What follows belongs to an exercise in optimizing a design on an open flow for small area; a production flow would make more cautious choices.
Only simulation tests tie the RTL to the original design; equivalence was not proved.
The clock port is modelled as an ideal driver, which makes a skipped or thinned clock tree look cheaper than it is; a real chip needs a root buffer or a tree.
Power and IR drop assume default switching activity.

==> flow/design.v (excerpt) <==
module top_module(
    input clk,
    input reset,
    input ena,
    output pm,
    output [7:0] hh,
    output [7:0] mm,
    output [7:0] ss);
clock: 5.0 ns
lec_check: 0
cap_margin: 20
core_area: 2.3 2.72 60.72 59.84
die_area: 0 0 63 63
slew_margin: 20
standard.sh (not shown) runs the stock make flow with config.mk's settings and CLKGATE_MAP_FILE= SYNTH_SCRIPT=/design/flow/synth_recipe.tcl, a recipe that flattens the netlist after the stock synthesis.
==> flow/flow/run.sh <==
#!/bin/bash
# Standard layout (standard.sh) with these changes:
#  - synthesis maps logic with an area-recovery ABC script (flow/area.abc);
#  - port buffers use the smallest buffer, sky130_fd_sc_hd__buf_1;
#  - the clock tree is one clock buffer (flow/cts_one_buffer.tcl);
#  - one tie cell drives all constant outputs.
set -euo pipefail
export MY_WORK_DIR=$PWD
export MY_FLOW_DIR=$PWD/flow
export MY_CLOCK_BUFFER=sky130_fd_sc_hd__clkbuf_8
export BUFFER_PORTS_ARGS="-buffer_cell sky130_fd_sc_hd__buf_1"
export PRE_CTS_TCL=$MY_FLOW_DIR/cts_one_buffer.tcl
export SKIP_REPAIR_TIE_FANOUT=1
bash standard.sh SYNTH_SCRIPT=$MY_FLOW_DIR/synth_area.tcl finish > standard.log 2>&1
==> flow/flow/area.abc <==
strash
dc2
strash
&get -n
&nf -R 1000 -p
&put
mfs3 -a
==> flow/flow/cts_one_buffer.tcl <==
# PRE_CTS_TCL hook: the design has only a few registers, so the clock tree is a
# single clock buffer placed at the centroid of the registers' clock pins.
# clock_tree_synthesis is then a no-op for the rest of the CTS step.
set block [ord::get_db_block]
set sx 0
set sy 0
set n 0
foreach it [[$block findNet clk] getITerms] {
  set inst [$it getInst]
  set box [$inst getBBox]
  set sx [expr { $sx + ([$box xMin] + [$box xMax]) / 2 }]
  set sy [expr { $sy + ([$box yMin] + [$box yMax]) / 2 }]
  incr n
}
set dbu [$block getDbUnitsPerMicron]
set cx [expr { double($sx) / $n / $dbu }]
set cy [expr { double($sy) / $n / $dbu }]
puts "clock: $n sinks, buffer at ($cx, $cy)"
insert_buffer -buffer_cell $::env(MY_CLOCK_BUFFER) -net clk \
  -location [list $cx $cy] -buffer_name clkbuf_root -net_name clknet_root
proc clock_tree_synthesis { args } {
  puts "clock_tree_synthesis skipped: clock buffered by cts_one_buffer.tcl"
  set_propagated_clock [all_clocks]
}
==> flow/flow/synth_area.tcl <==
# The standard synthesis (synth_recipe.tcl), with one change: the
# combinational mapping runs flow/area.abc, an area-recovery ABC script.
# Registers are mapped by dfflibmap before abc and are left as they are.
proc abc {args} {
  set i [lsearch -exact $args -script]
  if { $i >= 0 } {
    lset args [expr { $i + 1 }] $::env(MY_FLOW_DIR)/area.abc
  }
  yosys abc {*}$args
}
source $::env(MY_WORK_DIR)/synth_recipe.tcl
Then changed:
--- a/flow/flow/run.sh
+++ b/flow/flow/run.sh
@@ -8,5 +8,5 @@
 export MY_WORK_DIR=$PWD
 export MY_FLOW_DIR=$PWD/flow
-export MY_CLOCK_BUFFER=sky130_fd_sc_hd__clkbuf_8
+export MY_CLOCK_BUFFER=sky130_fd_sc_hd__buf_6
 export BUFFER_PORTS_ARGS="-buffer_cell sky130_fd_sc_hd__buf_1"
 export PRE_CTS_TCL=$MY_FLOW_DIR/cts_one_buffer.tcl
==> flow/flow/area.abc (replaced) <==
strash
dc2
strash
&get -n
&dch -f
&nf -R 1000 -p
&put
mfs3 -a
- PLACE_DENSITY: unset -> 0.9
Result: Die area is unchanged; final area fell slightly; total power fell by a few percent.
Then changed:
--- a/flow/flow/run.sh
+++ b/flow/flow/run.sh
@@ -8,5 +8,5 @@
 export MY_WORK_DIR=$PWD
 export MY_FLOW_DIR=$PWD/flow
-export MY_CLOCK_BUFFER=sky130_fd_sc_hd__buf_6
+export MY_CLOCK_BUFFER=sky130_fd_sc_hd__clkbuf_8
 export BUFFER_PORTS_ARGS="-buffer_cell sky130_fd_sc_hd__buf_1"
 export PRE_CTS_TCL=$MY_FLOW_DIR/cts_one_buffer.tcl
- PLACE_DENSITY: 0.9 -> unset
After rerunning:
- cell area is about the same
- worst hold slack improves by 0.012 ns
- total power is higher by 2.7%
Then changed:
==> flow/flow/run.sh (replaced) <==
#!/bin/bash
# Standard layout (standard.sh) with these changes:
#  - synthesis maps logic with an area-recovery ABC script (flow/area.abc);
#  - port buffers use the smallest buffer, sky130_fd_sc_hd__buf_1;
#  - CTS uses a small clock buffer and no dummy loads.
set -euo pipefail
export MY_WORK_DIR=$PWD
export MY_FLOW_DIR=$PWD/flow
export BUFFER_PORTS_ARGS="-buffer_cell sky130_fd_sc_hd__buf_1"
export CTS_ARGS="-sink_clustering_enable -repair_clock_nets -dont_use_dummy_load -root_buf sky130_fd_sc_hd__clkbuf_4 -buf_list sky130_fd_sc_hd__clkbuf_4 -sink_clustering_size 30 -sink_clustering_max_diameter 200"
bash standard.sh SYNTH_SCRIPT=$MY_FLOW_DIR/synth_area.tcl finish > standard.log 2>&1
==> flow/flow/area.abc (replaced) <==
strash
&get -n
&fraig -x
&put
scorr
dc2
dretime
strash
&get -n
&dch -f
&nf -R 1000
&put
- CORE_AREA: 2.3 2.72 60.72 59.84 -> unset
- CORE_MARGIN: unset -> 2
- CORE_UTILIZATION: unset -> 70
- CTS_BUF_LIST: unset -> sky130_fd_sc_hd__clkbuf_2 sky130_fd_sc_hd__clkbuf_4
- CTS_CLUSTER_DIAMETER: unset -> 50
- CTS_CLUSTER_SIZE: unset -> 20
- DIE_AREA: 0 0 63 63 -> unset
removed: flow/flow/cts_one_buffer.tcl
- total power increases by 7.0%
- sequential share of layout area went up by 0.33 points
- clock skew rises by 0.021 ns
- global-route usage is higher by 20 points
- first-iteration DRC count rises to 5.7 times its value
Then changed:
==> flow/flow/run.sh (replaced) <==
#!/bin/bash
# Standard layout (standard.sh) with these changes:
#  - synthesis maps logic with an area-recovery ABC script (flow/area.abc);
#  - port buffers use the smallest buffer, sky130_fd_sc_hd__buf_1;
#  - the clock tree is one clock buffer (flow/cts_one_buffer.tcl);
#  - one tie cell drives all constant outputs.
set -euo pipefail
export MY_WORK_DIR=$PWD
export MY_FLOW_DIR=$PWD/flow
export MY_CLOCK_BUFFER=sky130_fd_sc_hd__clkbuf_4
export BUFFER_PORTS_ARGS="-buffer_cell sky130_fd_sc_hd__buf_1"
export PRE_CTS_TCL=$MY_FLOW_DIR/cts_one_buffer.tcl
export SKIP_REPAIR_TIE_FANOUT=1
bash standard.sh SYNTH_SCRIPT=$MY_FLOW_DIR/synth_area.tcl finish > standard.log 2>&1
==> flow/flow/cts_one_buffer.tcl (new file) <==
# PRE_CTS_TCL hook: the design has only a few registers, so the clock tree is a
# single clock buffer placed at the centroid of the registers' clock pins.
# clock_tree_synthesis is then a no-op for the rest of the CTS step.
set block [ord::get_db_block]
set sx 0
set sy 0
set n 0
foreach it [[$block findNet clk] getITerms] {
  set inst [$it getInst]
  set box [$inst getBBox]
  set sx [expr { $sx + ([$box xMin] + [$box xMax]) / 2 }]
  set sy [expr { $sy + ([$box yMin] + [$box yMax]) / 2 }]
  incr n
}
set dbu [$block getDbUnitsPerMicron]
set cx [expr { double($sx) / $n / $dbu }]
set cy [expr { double($sy) / $n / $dbu }]
puts "clock: $n sinks, buffer at ($cx, $cy)"
insert_buffer -buffer_cell $::env(MY_CLOCK_BUFFER) -net clk \
  -location [list $cx $cy] -buffer_name clkbuf_root -net_name clknet_root
[$block findNet clknet_root] setSigType CLOCK
[$block findNet clk] setSigType CLOCK
proc clock_tree_synthesis { args } {
  puts "clock_tree_synthesis skipped: clock buffered by cts_one_buffer.tcl"
  set_propagated_clock [all_clocks]
}
- CORE_AREA: unset -> 3 3 47 47
- CORE_MARGIN: 2 -> unset
- CORE_UTILIZATION: 70 -> unset
- CTS_BUF_LIST: sky130_fd_sc_hd__clkbuf_2 sky130_fd_sc_hd__clkbuf_4 -> unset
- CTS_CLUSTER_DIAMETER: 50 -> unset
- CTS_CLUSTER_SIZE: 20 -> unset
- DIE_AREA: unset -> 0 0 50 50
=>
- The new run failed in clock tree synthesis
- synthesized cell count is unchanged
- synthesized area is unchanged
In the first, second and third runs of this note the design's own scripts or RTL, not TritonCTS, make the clock network.

-- static timing again, ports no longer ideal --
In the flow no input, the clock included, has a driving cell. The finished layouts below were timed again as built, in two steps. Step 1: set_driving_cell puts a clkbuf_16 on clk and a buf_2 on each other input, an assumption about the parent block. Step 2 adds t to the input delays and takes it off the output delays; t is the mean of the earliest and latest rising clock arrival at the registers after step 1. Input paths then give back, and output paths get back, about the clock's delay inside the block. a / b / c = ideal ports / drivers / drivers and shift; a / b = the first two.
run | t (ns) | setup WS [ns] | worst hold slack (ns) | clock arrival spread, ns
the first run | 0.194 | 2.340 / 2.343 / 2.149 | 0.484 / 0.484 / 0.484 | 0.001 / 0.001
the second run | 0.165 | 2.212 / 2.208 / 2.043 | 0.495 / 0.495 / 0.495 | 0.001 / 0.002
the third run | 0.194 | 2.212 / 2.214 / 2.020 | 0.507 / 0.507 / 0.507 | 0.002 / 0.002
the fourth run | 0.315 | 2.123 / 2.118 / 1.803 | 0.508 / 0.508 / 0.508 | 0.022 / 0.023
After both steps every run listed still meets setup and hold. For the fourth run, which loses most, drivers alone change the setup slack by -0.005 ns; drivers and shift together by -0.320 ns.
